Source: an optimization exercise on an open RTL-to-GDS flow (aim: a short achievable clock period and few clock cycles). Production flows keep margins and buffers that such runs may drop. In this exercise RTL edits were held to simulation tests only and were not proved equivalent to the original. Power is estimated from default activity; no workload was simulated.

## flow/design.v

```verilog
module fsm_b1 (
    input  logic clk,
    input  logic rst,
    input  logic req_1,
    output logic busy_next,        
    input  logic emit_ok,
    output logic emit,
    output logic init_br,
    output logic go,
    output logic stage2,
    output logic load,             
    input  logic busy_a,
    input  logic busy_b,
    input  logic eol_a,
    input  logic eol_b
);
    typedef enum logic [2:0] {Wait, Setup, Init, Axis, First, Row, Min} fsm_t;
    fsm_t state, next_state;
    logic next_stage2;
    always_ff @(posedge clk) begin
        if (rst == 1'b0) begin
            state  <= Wait;
            stage2 <= 1'b0;
        end else begin
            state  <= next_state;
            stage2 <= next_stage2;
        end
    end
    always_comb begin
        next_state  = state;
        next_stage2 = stage2;
        emit    = 1'b0;
        init_br = 1'b0;
        go      = 1'b0;
        load    = 1'b0;
        case (state)
            Wait: begin
                next_stage2 = 1'b0;
                if (req_1 == 1'b0) next_state = Setup;
            end
            Setup: begin
                load = 1'b1;
                next_state = Init;
            end
            Init: begin
                init_br = 1'b1;
                next_state = Axis;
            end
            Axis: next_state = First;
            First:
                if (emit_ok) begin
                    emit = 1'b1;
                    go   = 1'b1;
                    next_state = Row;
                end
            Row:
                if (!busy_a && !busy_b && emit_ok) begin
                    emit = 1'b1;
                    if ((stage2 && (eol_a || eol_b)) || (eol_a && eol_b)) begin
                        next_state = Wait;
                    end else if (eol_a || eol_b) begin
                        next_stage2 = 1'b1;
                        next_state = Min;
                    end else begin
                        go = 1'b1;
                    end
                end
            Min: begin
                load = 1'b1;
                next_state = Init;
            end
            default: next_state = Wait;
        endcase
        busy_next = (next_state != Wait);
    end
endmodule
module initiator (
    input  logic        stage2,       
    input  logic [23:0] point_a,
    input  logic [23:0] point_b,
    input  logic [23:0] point_c,
    input  logic [23:0] point_out_a,
    input  logic [23:0] point_out_b,
    input  logic [23:0] b,            
    input  logic [23:0] c,
    input  logic [23:0] point_max,    
    input  logic [23:0] point_1,
    input  logic [23:0] point_2,
    output logic [23:0] next_point_max,
    output logic [23:0] next_point_1,
    output logic [23:0] next_point_2,
    output logic [23:0] next_b,
    output logic [23:0] next_c
);
    logic [7:0] ya, yb, yc;
    assign ya = point_a[15:8];
    assign yb = point_b[15:8];
    assign yc = point_c[15:8];
    always_comb begin
        next_point_max = point_max;
        next_point_1   = point_1;
        next_point_2   = point_2;
        next_b         = b;
        next_c         = c;
        if (!stage2) begin
            if (ya == yb && ya < yc) begin
                next_point_max = point_c; next_point_1 = point_b; next_point_2 = point_a;
                next_b = point_a; next_c = point_c;
            end else if (yc == yb && yc < ya) begin
                next_point_max = point_a; next_point_1 = point_b; next_point_2 = point_c;
                next_b = point_b; next_c = point_c;
            end else if (ya == yc && ya < yb) begin
                next_point_max = point_b; next_point_1 = point_c; next_point_2 = point_a;
                next_b = point_a; next_c = point_c;
            end else if (ya <= yb && ya <= yc) begin
                next_point_max = point_a; next_point_1 = point_b; next_point_2 = point_c;
                next_b = point_b; next_c = point_c;
            end else if (yb <= ya && yb <= yc) begin
                next_point_max = point_b; next_point_1 = point_a; next_point_2 = point_c;
                next_b = point_a; next_c = point_c;
            end else begin
                next_point_max = point_c; next_point_1 = point_a; next_point_2 = point_b;
                next_b = point_a; next_c = point_b;
            end
        end else begin
            if (point_out_b == b) begin
                next_point_max = c; next_point_1 = b; next_point_2 = point_out_a;
            end else if (point_out_b == c) begin
                next_point_max = b; next_point_1 = c; next_point_2 = point_out_a;
            end else if (point_out_a == b) begin
                next_point_max = c; next_point_1 = b; next_point_2 = point_out_b;
            end else if (point_out_a == c) begin
                next_point_max = b; next_point_1 = c; next_point_2 = point_out_b;
            end
        end
    end
endmodule
module brensenham_line (
    input  logic clk,
    input  logic rst,
    input  logic init,
    input  logic go,
    output logic busy,
    output logic at_b,
    input  logic [23:0] point_a,    
    input  logic [23:0] point_b,    
    output logic [23:0] point_out
);
    localparam logic [1:0] MX = 2'd0, MY = 2'd1, MZ = 2'd2;
    logic [7:0] x, y, z;
    logic [7:0] xb, yb, zb;
    logic [7:0] dx, dy, dz;
    logic       xs, ys, zs;           
    logic       setup;                
    logic [1:0] mode;
    logic [8:0] p1, p2;
    logic [8:0] ia1, ib1, ia2, ib2;       
    logic [7:0] xb_m, yb_m, zb_m;     
    logic [7:0] yo_m;                 
    logic       yo_ne_yb;             
    assign point_out = {x, y, z};
    assign at_b = (x == xb) && (y == yb) && (z == zb);
    function [7:0] stp;
        input [7:0] v;
        input       s;
        stp = s ? v + 8'd1 : v - 8'd1;
    endfunction
    logic [7:0] nx, ny, nz;
    logic [8:0] np1, np2;
    logic       cont;                 
    logic       guard;                
    always_comb begin
        nx = x; ny = y; nz = z;
        np1 = p1 + (p1[8] ? ib1 : ia1);
        np2 = p2 + (p2[8] ? ib2 : ia2);
        cont = 1'b0;
        guard = 1'b0;
        case (mode)
            MX: begin
                nx = stp(x, xs);
                if (!p1[8]) ny = stp(y, ys);
                if (!p2[8]) nz = stp(z, zs);
                guard = (x != xb);
                cont = (p1[8] && (y != yb))
                    || (((x != xb_m) || (p2[8] ? (z != zb) : (z != zb_m)))
                        && (p1[8] ? (y == yb) : (y == yb_m)));
            end
            MY: begin
                ny = stp(y, ys);
                if (!p1[8]) nx = stp(x, xs);
                if (!p2[8]) nz = stp(z, zs);
                guard = (y != yb);
                cont = 1'b0;
            end
            default: begin
                nz = stp(z, zs);
                if (!p1[8]) ny = stp(y, ys);
                if (!p2[8]) nx = stp(x, xs);
                guard = (z != zb);
                cont = ((p1[8] ? yo_ne_yb : ((y == yo_m) && (y != yb_m))) && (z != zb_m))
                    || (((p2[8] ? (x != xb) : (x != xb_m)) || (z != zb_m))
                        && (p1[8] ? (y == yb) : (y == yb_m)));
            end
        endcase
    end
    logic step;
    assign step = busy || (go && guard);
    always_ff @(posedge clk) begin
        if (rst == 1'b0) begin
            busy  <= 1'b0;
            setup <= 1'b0;
        end else begin
            setup <= init;
            if (init) begin
                busy <= 1'b0;
                x  <= point_a[23:16];
                y  <= point_a[15:8];
                z  <= point_a[7:0];
                xb <= point_b[23:16];
                yb <= point_b[15:8];
                zb <= point_b[7:0];
                xs <= point_a[23:16] < point_b[23:16];
                ys <= point_a[15:8]  < point_b[15:8];
                zs <= point_a[7:0]   < point_b[7:0];
                dx <= (point_a[23:16] < point_b[23:16]) ? point_b[23:16] - point_a[23:16] : point_a[23:16] - point_b[23:16];
                dy <= (point_a[15:8]  < point_b[15:8])  ? point_b[15:8]  - point_a[15:8]  : point_a[15:8]  - point_b[15:8];
                dz <= (point_a[7:0]   < point_b[7:0])   ? point_b[7:0]   - point_a[7:0]   : point_a[7:0]   - point_b[7:0];
            end else if (setup) begin
                xb_m     <= stp(xb, !xs);
                yb_m     <= stp(yb, !ys);
                zb_m     <= stp(zb, !zs);
                yo_m     <= stp(y, !ys);
                yo_ne_yb <= (y != yb);
                if (dx >= dy && dx >= dz) begin
                    mode <= MX;
                    p1 <= 9'(2*dy - dx);
                    p2 <= 9'(2*dz - dx);
                    ia1 <= 9'(2*dy - 2*dx);
                    ib1 <= 9'(2*dy);
                    ia2 <= 9'(2*dz - 2*dx);
                    ib2 <= 9'(2*dz);
                end else if (dy >= dx && dy >= dz) begin
                    mode <= MY;
                    p1 <= 9'(2*dx - dy);
                    p2 <= 9'(2*dz - dy);
                    ia1 <= 9'(2*dx - 2*dy);
                    ib1 <= 9'(2*dx);
                    ia2 <= 9'(2*dz - 2*dy);
                    ib2 <= 9'(2*dz);
                end else begin
                    mode <= MZ;
                    p1 <= 9'(2*dy - dz);
                    p2 <= 9'(2*dx - dz);
                    ia1 <= 9'(2*dy - 2*dz);
                    ib1 <= 9'(2*dy);
                    ia2 <= 9'(2*dx - 2*dz);
                    ib2 <= 9'(2*dx);
                end
            end else if (step) begin
                x  <= nx;
                y  <= ny;
                z  <= nz;
                p1 <= np1;
                p2 <= np2;
                busy <= cont;
            end
        end
    end
endmodule
module b1 (
    input  logic clk,
    input  logic rst,
    input  logic req_1,
    output logic busy_next,
    input  logic emit_ok,
    output logic emit,
    input  logic [23:0] point_a,
    input  logic [23:0] point_b,
    input  logic [23:0] point_c,
    output logic [23:0] point_out_a,
    output logic [23:0] point_out_b
);
    logic init_br, go, stage2, load;
    logic busy_a, busy_b, eol_a, eol_b;
    logic [23:0] point_max, point_1, point_2, reg_b, reg_c;
    logic [23:0] n_max, n_1, n_2, n_b, n_c;
    fsm_b1 u_fsm_b1 (
        .clk       ( clk ),
        .rst       ( rst ),
        .req_1     ( req_1 ),
        .busy_next ( busy_next ),
        .emit_ok   ( emit_ok ),
        .emit      ( emit ),
        .init_br   ( init_br ),
        .go        ( go ),
        .stage2    ( stage2 ),
        .load      ( load ),
        .busy_a    ( busy_a ),
        .busy_b    ( busy_b ),
        .eol_a     ( eol_a ),
        .eol_b     ( eol_b )
    );
    initiator u_initiator (
        .stage2         ( stage2 ),
        .point_a        ( point_a ),
        .point_b        ( point_b ),
        .point_c        ( point_c ),
        .point_out_a    ( point_out_a ),
        .point_out_b    ( point_out_b ),
        .b              ( reg_b ),
        .c              ( reg_c ),
        .point_max      ( point_max ),
        .point_1        ( point_1 ),
        .point_2        ( point_2 ),
        .next_point_max ( n_max ),
        .next_point_1   ( n_1 ),
        .next_point_2   ( n_2 ),
        .next_b         ( n_b ),
        .next_c         ( n_c )
    );
    always_ff @(posedge clk) begin
        if (load) begin
            point_max <= n_max;
            point_1   <= n_1;
            point_2   <= n_2;
            reg_b     <= n_b;
            reg_c     <= n_c;
        end
    end
    brensenham_line u_bresenham_line_a (
        .clk       ( clk ),
        .rst       ( rst ),
        .init      ( init_br ),
        .go        ( go ),
        .busy      ( busy_a ),
        .at_b      ( eol_a ),
        .point_a   ( point_max ),
        .point_b   ( point_1 ),
        .point_out ( point_out_a )
    );
    brensenham_line u_bresenham_line_b (
        .clk       ( clk ),
        .rst       ( rst ),
        .init      ( init_br ),
        .go        ( go ),
        .busy      ( busy_b ),
        .at_b      ( eol_b ),
        .point_a   ( point_max ),
        .point_b   ( point_2 ),
        .point_out ( point_out_b )
    );
endmodule
module b2_with_z #(
    parameter int K = 4
) (
    input  logic clk,
    input  logic rst,
    input  logic emit,          
    output logic emit_ok,       
    output logic pending,       
    input  logic [23:0] point_out_a,
    input  logic [23:0] point_out_b,
    input  logic [23:0] rgb,
    output logic [7:0]  rdata,
    output logic [7:0]  gdata,
    output logic [7:0]  bdata,
    output logic [15:0] waddr,
    output logic [15:0] raddr,
    output logic we,
    output logic [7:0] zdata_out,
    input  logic [7:0] zdata_in
);
    localparam int DEPTH = 8;
    localparam int W = 8*5 + 3 + 9*2 + 9*K + 9*K + 8*K + 8*K;
    logic       c_v;
    logic [7:0] c_xa, c_za, c_xb, c_zb, c_y, c_dx, c_dz;
    logic       c_xs, c_zs;    
    logic [7:0] i_xa, i_za, i_y, i_xb, i_zb;
    logic       i_xs, i_zs, i_axis;
    logic [8:0] i_p2, i_inca;
    logic [9*K-1:0] i_m;
    logic [9*K-1:0] i_n;
    logic [8*K-1:0] i_ze;
    logic [8*K-1:0] i_zz;
    logic [W-1:0] q_in;
    logic [W-1:0] q [DEPTH];
    logic [2:0] q_rd, q_wr;
    logic [3:0] q_cnt, q_cnt_next;
    logic [W-1:0] qh;
    logic       s_v;
    logic [7:0] s_x, s_z, s_y, s_xb, s_zb;
    logic       s_xs, s_zs, s_axis;
    logic [8:0] s_p2, s_inca;
    logic [9*K-1:0] s_m;
    logic [9*K-1:0] s_n;
    logic [8*K-1:0] s_ze;
    logic [8*K-1:0] s_zz;
    logic [7:0] h_xa, h_za, h_y, h_xb, h_zb;
    logic       h_xs, h_zs, h_axis;
    logic [8:0] h_p2, h_inca;
    logic [9*K-1:0] h_m;
    logic [9*K-1:0] h_n;
    logic [8*K-1:0] h_ze;
    logic [8*K-1:0] h_zz;
    logic        v1;
    logic [15:0] a1;
    logic [7:0]  z1;
    logic        we3;
    logic [15:0] a3;
    logic [7:0]  z3;
    logic s_last, pop, push;
    always_comb begin
        i_xa = c_xa; i_za = c_za; i_y = c_y; i_xb = c_xb; i_zb = c_zb;
        i_xs = c_xs; i_zs = c_zs;
        i_axis = (c_dx >= c_dz);
        if (i_axis) begin
            i_p2   = 9'(2*c_dz - c_dx);
            i_inca = 9'(2*c_dz - 2*c_dx);
            for (int j = 0; j < K; j++) begin
                i_m[9*(j) +: 9] = 9'((j+1)*2*c_dz);
                i_n[9*(j) +: 9] = 9'((j+1)*2*c_dz - 2*c_dx);
            end
        end else begin
            i_p2   = 9'(2*c_dx - c_dz);
            i_inca = 9'(2*c_dx - 2*c_dz);
            for (int j = 0; j < K; j++) begin
                i_m[9*(j) +: 9] = 9'((j+1)*2*c_dx);
                i_n[9*(j) +: 9] = 9'((j+1)*2*c_dx - 2*c_dz);
            end
        end
        for (int j = 0; j < K; j++) begin
            i_ze[8*(j) +: 8] = c_zs ? 8'(c_zb - j) : 8'(c_zb + j);
            i_zz[8*(j) +: 8] = c_zs ? 8'(0 - j)    : 8'(j);
        end
        q_in = '0;
        q_in[39:0] = {i_xa, i_za, i_y, i_xb, i_zb};
        q_in[42:40] = {i_xs, i_zs, i_axis};
        q_in[60:43] = {i_p2, i_inca};
        for (int j = 0; j < K; j++) begin
            q_in[61 + 9*j +: 9]         = i_m[9*(j) +: 9];
            q_in[61 + 9*K + 9*j +: 9]   = i_n[9*(j) +: 9];
            q_in[61 + 18*K + 8*j +: 8]  = i_ze[8*(j) +: 8];
            q_in[61 + 26*K + 8*j +: 8]  = i_zz[8*(j) +: 8];
        end
    end
    assign qh = q[q_rd];
    always_comb begin
        {h_xa, h_za, h_y, h_xb, h_zb} = qh[39:0];
        {h_xs, h_zs, h_axis} = qh[42:40];
        {h_p2, h_inca} = qh[60:43];
        for (int j = 0; j < K; j++) begin
            h_m[9*(j) +: 9]  = qh[61 + 9*j +: 9];
            h_n[9*(j) +: 9]  = qh[61 + 9*K + 9*j +: 9];
            h_ze[8*(j) +: 8] = qh[61 + 18*K + 8*j +: 8];
            h_zz[8*(j) +: 8] = qh[61 + 26*K + 8*j +: 8];
        end
    end
    logic [8:0] pj [K+1];
    logic [8:0] pn [K];
    logic [7:0] zj [K+1];
    logic       inc [K];      
    logic       endj [K];     
    logic [7:0] g_zmin;
    logic [7:0] nx_x, nx_z;
    logic [8:0] nx_p;
    always_comb begin
        pj[0] = s_p2;
        zj[0] = s_z;
        for (int j = 1; j <= K; j++) begin
            pj[j] = s_p2 + s_m[9*(j-1) +: 9];
            zj[j] = s_zs ? 8'(s_z + j) : 8'(s_z - j);
        end
        for (int j = 0; j < K; j++) begin
            pn[j] = s_p2 + s_n[9*(j) +: 9];
            endj[j] = (s_x == s_xb) && (s_z == s_ze[8*(j) +: 8]);
        end
        inc[0] = 1'b1;
        for (int j = 1; j < K; j++)
            inc[j] = inc[j-1] && !s_axis && pj[j-1][8] && !endj[j-1]
                     && (s_z != s_zz[8*(j) +: 8]) && (s_z != 8'd0);
        s_last = 1'b0;
        g_zmin = s_z;
        nx_x = s_x; nx_z = s_z; nx_p = s_p2;
        for (int j = 0; j < K; j++) begin
            if (inc[j] && (j == K-1 || !inc[j+1])) begin
                s_last = endj[j];
                g_zmin = s_zs ? s_z : zj[j];
                nx_z = zj[j+1];
                if (s_axis) begin
                    nx_x = s_xs ? s_x + 8'd1 : s_x - 8'd1;
                    nx_p = pj[j][8] ? pj[1] : pn[0];
                    nx_z = pj[j][8] ? s_z : zj[1];
                end else begin
                    nx_x = pj[j][8] ? s_x : (s_xs ? s_x + 8'd1 : s_x - 8'd1);
                    nx_p = pj[j][8] ? pj[j+1] : pn[j];
                end
            end
        end
    end
    assign push   = c_v;
    assign pop    = (q_cnt != 0) && (!s_v || s_last);
    assign emit_ok = ({1'b0, q_cnt} + c_v) <= DEPTH-1;
    logic [7:0] zd;
    logic       wr1;
    always_comb begin
        if (we && waddr == a1)      zd = zdata_out;
        else if (we3 && a3 == a1)   zd = z3;
        else                        zd = zdata_in;
        wr1 = v1 && ((zd == 8'd0) || !(zd < z1));
    end
    logic s_v_next;
    assign s_v_next = pop || (s_v && !s_last);
    assign q_cnt_next = q_cnt + (push ? 4'd1 : 4'd0) - (pop ? 4'd1 : 4'd0);
    assign pending = emit || c_v || (q_cnt_next != 0) || s_v_next || s_v || v1;
    always_ff @(posedge clk) begin
        if (rst == 1'b0) begin
            c_v   <= 1'b0;
            q_rd  <= 0;
            q_wr  <= 0;
            q_cnt <= 0;
            s_v   <= 1'b0;
            v1    <= 1'b0;
            we    <= 1'b0;
            we3   <= 1'b0;
        end else begin
            c_v  <= emit;
            c_xa <= point_out_a[23:16];
            c_za <= point_out_a[7:0];
            c_xb <= point_out_b[23:16];
            c_y  <= point_out_b[15:8];
            c_zb <= point_out_b[7:0];
            c_xs <= point_out_a[23:16] < point_out_b[23:16];
            c_zs <= point_out_a[7:0]   < point_out_b[7:0];
            c_dx <= (point_out_a[23:16] < point_out_b[23:16]) ? point_out_b[23:16] - point_out_a[23:16]
                                                              : point_out_a[23:16] - point_out_b[23:16];
            c_dz <= (point_out_a[7:0] < point_out_b[7:0]) ? point_out_b[7:0] - point_out_a[7:0]
                                                          : point_out_a[7:0] - point_out_b[7:0];
            if (push) begin
                q[q_wr] <= q_in;
                q_wr    <= q_wr + 1'b1;
            end
            if (pop) q_rd <= q_rd + 1'b1;
            q_cnt <= q_cnt_next;
            s_v <= s_v_next;
            if (pop) begin
                s_x <= h_xa; s_z <= h_za; s_y <= h_y; s_xb <= h_xb; s_zb <= h_zb;
                s_xs <= h_xs; s_zs <= h_zs; s_axis <= h_axis;
                s_p2 <= h_p2; s_inca <= h_inca;
                s_m <= h_m; s_n <= h_n; s_ze <= h_ze; s_zz <= h_zz;
            end else if (s_v) begin
                s_x  <= nx_x;
                s_z  <= nx_z;
                s_p2 <= nx_p;
            end
            v1 <= s_v;
            a1 <= {s_y, s_x};
            z1 <= g_zmin;
            we        <= wr1;
            waddr     <= a1;
            zdata_out <= z1;
            rdata     <= (rgb[23:16] < z1) ? 8'd0 : rgb[23:16] - z1;
            gdata     <= (rgb[15:8]  < z1) ? 8'd0 : rgb[15:8]  - z1;
            bdata     <= (rgb[7:0]   < z1) ? 8'd0 : rgb[7:0]   - z1;
            we3 <= we;
            a3  <= waddr;
            z3  <= zdata_out;
        end
    end
    assign raddr = {s_y, s_x};
endmodule
module zbuf_raster (
    input  logic        clk,
    input  logic        rst,
    input  logic        req_1,
    output logic        ack_1,
    input  logic [23:0] point_a,
    input  logic [23:0] point_b,
    input  logic [23:0] point_c,
    input  logic [23:0] rgb,
    output logic        we,
    output logic [15:0] waddr,
    output logic [7:0]  rdata,
    output logic [7:0]  gdata,
    output logic [7:0]  bdata,
    output logic [7:0]  zdata_out,
    output logic [15:0] raddr,
    input  logic [7:0]  zdata_in
);
logic [23:0] point_out_a, point_out_b;
logic emit, emit_ok, b1_busy, fill_pending;
b1 u_b1(
    .clk         ( clk ),
    .rst         ( rst ),
    .req_1       ( req_1 ),
    .busy_next   ( b1_busy ),
    .emit_ok     ( emit_ok ),
    .emit        ( emit ),
    .point_a     ( point_a ),
    .point_b     ( point_b ),
    .point_c     ( point_c ),
    .point_out_a ( point_out_a ),
    .point_out_b ( point_out_b )
);
b2_with_z u_b2_with_z (
    .clk         ( clk ),
    .rst         ( rst ),
    .emit        ( emit ),
    .emit_ok     ( emit_ok ),
    .pending     ( fill_pending ),
    .point_out_a ( point_out_a ),
    .point_out_b ( point_out_b ),
    .rgb         ( rgb ),
    .rdata       ( rdata ),
    .gdata       ( gdata ),
    .bdata       ( bdata ),
    .waddr       ( waddr ),
    .zdata_in    ( zdata_in ),
    .zdata_out   ( zdata_out ),
    .raddr       ( raddr ),
    .we          ( we )
);
always_ff @(posedge clk) begin
    if (rst == 1'b0) ack_1 <= 1'b0;
    else             ack_1 <= b1_busy | fill_pending;
end
endmodule
```

## flow/run.sh

```bash
#!/bin/bash
# synth_recipe.tcl (not shown) runs the flow's synth.tcl, then flattens the netlist and writes it again
# the make line also repeats each setting of config.mk as NAME=value (left out here)
make -C /OpenROAD-flow-scripts/flow DESIGN_CONFIG=/design/flow/config.mk WORK_HOME=/design/flow/orfs CLKGATE_MAP_FILE= SYNTH_SCRIPT=/design/flow/synth_recipe.tcl finish
```

## flow/config.mk

```make
export PLATFORM = sky130hd
export DESIGN_NAME = zbuf_raster
export DESIGN_NICKNAME = zbuf_raster
export VERILOG_FILES = /design/flow/design.v
export SDC_FILE = /design/flow/constraint.sdc
export NUM_CORES = 4
export LEC_CHECK = 0
export CAP_MARGIN = 20
export CORE_MARGIN = 2
export CORE_UTILIZATION = 40
export SLEW_MARGIN = 20
```

## flow/constraint.sdc

```tcl
create_clock -name core_clock -period 6.0 [get_ports {clk}]
set_input_delay 1.2000 -clock core_clock [delete_from_list [all_inputs] [get_ports {clk}]]
set_output_delay 1.2000 -clock core_clock [all_outputs]
set_load 0.01 [all_outputs]
```

==> impl_metrics.ini <==
[grt]
globalRouteOverflowTotal = 0
track_usage_pct = 22.0
grt_max_degree = 135
grt_pass1_vias = 58500
grt_pass1_wl_um = 382000
antenna_found_initial = 3

[critical_path]
r2r-end = ack_1
cpMaxStageDelayCell = ha_1
startpoint_type = flop
cp.arrival_ps = 5910
required_ps = 6720
cp_max_fo = 12
cp-end-kind = flop
cp_slowest_stage_delay_ps = 480
r2r_slack_ps = 820
reg2reg_depth = 20
r2r_start = u_b2_with_z.s_zz[30]
cp_cell_sequence = buf_4, inv_1, ha_1, and4_1, nand3_1, o31ai_1, nor3_4, a211oi_1, o32a_1, o21ai_4, inv_2, ha_1, inv_1, ha_1, inv_1, fa_1, xnor2_1, a2111oi_0, nand4_1, a21o_1
worstSetupPathType = flop to flop

[power_and_ir_drop]
combPwrFrac_pct = 33.6
p_leak_nw = 36.7
p_switching_mw = 13.5
power_frac_seq_pct = 38.8
clockPowerShare_pct = 27.6
internal-power_mw = 26.0
ir_worst_vdd_uv = 322
powerDensity_mw_per_mm2 = 387
swShare_pct = 34.1

[floorplanning]
ios = 173
fp.dieW_um = 480
rows = 174
die_h_um = 480
initial_core_util_pct = 40.3
die-area_mm2 = 0.230
core_mm2 = 0.225

[clock_network]
clockBufferDepth = 3
htree_levels = 4
worstSkewPairLatency_ps = 840
postCtsSetupBuffers = 0
cts_tree = yes
clkSinkCount = 1631
ctsHoldBuffers = 0
cts_root_buf = clkbuf_16
clk_pin_slew_worst_paths_ps = 60
ctsResizeCount = 0
numCtsBuffers = 177

[final_layout]
drive_above_1_share_pct = 11.8
area_growth_pct = 12.6
fillers = 20100
final-instance-count-excl-fill = 10300
layout.nets = 7907

[synth]
synth_edf_count = 1605
syn_area_mm2 = 0.0906
synth.net_count = 7749
async_flop_share_pct = 0
ys_ff_latch = 1631
synth_cell_type_count = 88
synthesis.instances = 6976
synth_sequential_area_ratio_pct = 53.7
synth_area_per_cell_um2 = 13.0
ys.flop_type = edfxtp_1
ys_warn_count = 11

[sta]
worst_slack_ps = 817
worst_pin_slew_ps = 1080
drv_slew = 0
tns_ps = 0
fmax_mhz = 193
period_minus_slack_ps = 5180
fin_worst_skew_ps = 41.1
setup_violations = 0
fin_crit_sh_pct = 86.4
slew_headroom_pct = 27.3
rsz0062_at_grt = no
hold_violations = 0

[placement]
dp_slack_ps = 880
dp.cells = 9946
port_buffers = 172
place_congestion = 0.970
dp_hpwl_um = 181000

[drt]
drtAntennaViolNets = 0
wire_per_inst_um = 25.0
totalWireLength_um = 257000
first_pass_iters = 6
post_drt_via_cell_ratio = 5.67
drtIter0Drc = 5604
drc_errors = 0
vias = 58200

[job]
cap_violations = 0

[status]
status = finished clean

[worst_hold_path]
hold_depth = 0
holdPathEnd = u_b2_with_z.a1[9]
min_from = u_b2_with_z.s_y[1]
hold_path.class = flop to flop
==> cell type report <==
| cell class | instances | area [um^2] | share of cell area, % |
|---|---|---|---|
| clock inverter | 105 | 1190 | 1.16 |
| inverter | 477 | 1790 | 1.75 |
| clock buffer | 218 | 4630 | 4.53 |
| tap | 2992 | 3740 | 3.67 |
| sequential | 1631 | 48700 | 47.7 |
| antenna | 2 | 5.00 | 0.00490 |
| multi-input combinational | 4559 | 39100 | 38.3 |
| timing repair buffer | 288 | 2870 | 2.81 |
==> synthesized netlist by cell type (25+ instances only) <==
| library cell | number | area share [%] |
|---|---|---|
| nand3_1 | 52 | 0.29 |
| a221oi_1 | 55 | 0.53 |
| nor2_1 | 235 | 0.97 |
| o211ai_1 | 38 | 0.31 |
| o21a_1 | 50 | 0.41 |
| o21bai_1 | 92 | 0.76 |
| nor4_1 | 46 | 0.32 |
| dfxtp_1 | 26 | 0.57 |
| o22ai_1 | 25 | 0.17 |
| nor3_1 | 49 | 0.27 |
| nand2b_1 | 51 | 0.35 |
| buf_2 | 55 | 0.30 |
| edfxtp_1 | 1605 | 53 |
| a21boi_0 | 41 | 0.34 |
| a31oi_1 | 46 | 0.32 |
| mux2i_1 | 151 | 1.7 |
| nor2b_1 | 106 | 0.73 |
| inv_1 | 469 | 1.9 |
| a22o_1 | 26 | 0.25 |
| xnor2_1 | 413 | 4.0 |
| ha_1 | 584 | 8.1 |
| clkbuf_1 | 209 | 0.87 |
| o21ai_0 | 448 | 2.5 |
| xor2_1 | 261 | 2.5 |
| a21oi_1 | 400 | 2.2 |
| nand2_1 | 315 | 1.3 |
| mux4_2 | 228 | 5.7 |
| a21o_1 | 158 | 1.3 |
| nand4_1 | 63 | 0.43 |
| mux2_2 | 182 | 2.3 |
| or3_1 | 36 | 0.25 |
| buf_1 | 40 | 0.17 |
| fa_1 | 82 | 1.8 |
| a211oi_1 | 26 | 0.22 |
| a22oi_1 | 52 | 0.43 |
==> worst max-delay path by stage <==
stage / startpoint / end / slack (ps) / depth (start not counted)
global placement: u_b2_with_z.s_zz[30] / ack_1 / 800 / 20
global route: u_b2_with_z.s_zz[30] / ack_1 / 420 / 20
finish: u_b2_with_z.s_zz[30] / ack_1 / 820 / 20
detailed placement: u_b2_with_z.s_zz[30] / ack_1 / 880 / 20
floorplan: rst / u_b2_with_z.q[3][100] / -800 / 3
CTS: u_b2_with_z.s_zz[30] / ack_1 / 830 / 20
==> power groups by stage <==
stage               Combinational (mW)  Clock [mW]  Sequential (mW)
floorplan                         9.30           0             15.0
global placement                  13.0           0             15.5
detailed placement                13.2           0             15.5
CTS                               13.3        11.1             15.3
global route                      14.5        11.6             15.4
finish                            13.2        10.9             15.3
==> cells in the final DEF (no fill, tap or decap), types with 24 or more instances in the layout <==
cell type	Yosys	layout
a211oi_1	26	26
a21boi_0	41	41
a21o_1	158	158
a21oi_1	400	393
a221oi_1	55	55
a222oi_1	24	24
a22o_1	26	26
a22oi_1	52	52
a31oi_1	46	43
buf_4	3	93
clkbuf_1	209	39
clkbuf_16	0	179
clkdlybuf4s50_1	0	171
clkinv_1	3	29
clkinv_2	0	35
edfxtp_1	1605	1605
fa_1	82	82
ha_1	584	584
inv_1	469	469
mux2_2	182	182
mux2i_1	151	151
mux4_2	228	228
nand2_1	315	315
nand2b_1	51	51
nand3_1	52	52
nand4_1	63	63
nor2_1	235	228
nor2b_1	106	106
nor3_1	49	44
nor4_1	46	46
o211ai_1	38	38
o21a_1	50	50
o21ai_0	448	447
o21bai_1	92	92
o22ai_1	25	25
or3_1	36	36
xnor2_1	413	413
xor2_1	261	261
==> cells by family after synthesis <==
group           share of synthesized area (%)
xor+xnor                                 6.53
mux                                      9.61
simple gates                             5.54
fa+ha+maj                                9.87
buf+inv                                  3.36
flops                                    53.7
compound gates                           11.4
==> per-layer routing <==
metal | share of wire (%) | up-vias | track usage (%)
li1 | - | 26500 | -
met1 | 44 | 29100 | 30.2
met2 | 46 | 2106 | 35.6
met3 | 6.2 | 436 | 3.26
met4 | 3.6 | 0 | 7.88
met5 | 0 | - | 0
==> flip-flops by register name, indices dropped and copies added (netlist names), 24 cells and up, named ones only <==
name	cells
u_b1.reg_b	24
u_b2_with_z.q	896
u_b2_with_z.s_ze	30
u_b1.reg_c	24
u_b1.point_max	24
u_b1.point_1	24
u_b1.point_2	24
u_b2_with_z.s_n	30
==> critical path: cells and delay by family (launching register included) <==
kind / cells / cell delay [ps]
and+or+nand+nor: 4 / 680
buffers and inverters: 5 / 880
AOI/OAI and AO/OA: 6 / 1690
DFF: 1 / 370
adders and majority gates: 4 / 1290
xor gates and xnor gates: 1 / 150
==> per-stage QoR <==
stage	hold WS [ps]	total power [mW]	cell area (um^2)	util [%]
6_report	452	39.5	102000	45.3
5_1_grt	465	41.4	102000	45.3
4_1_cts	455	39.7	102000	45.3
3_5_place_dp	439	28.7	96200	42.7
3_3_place_gp	435	28.6	96200	42.7
2_1_floorplan	421	24.3	90700	-
Testbench counts, summed over its fixed seeds: cycles 118,787.

[afterwards: timing with drivers on the ports]
Ports are ideal in the flow. The routed layout listed here was re-timed in OpenROAD.
Step 1, drivers: a clkbuf_16 drives clk and a buf_2 each remaining input, both assumed.
Step 2 adds t to the input delays and takes it off the output delays; t is the mean of the earliest and latest rising clock arrival at the registers after step 1. Input paths then give back, and output paths get back, about the clock's delay inside the block.
Three values: ideal, step 1, step 2; two values: the first two.
shift t [ns]: 0.918
slack for setup (ns): 0.817 / 0.817 / 0.817
hold slack, ns: 0.452 / 0.452 / 0.452
cell pins on the clock port's net: 1
After both steps setup and hold are still met in this run. The setup slack of this run moves by 0.000 ns with the drivers and by 0.000 ns with both steps.
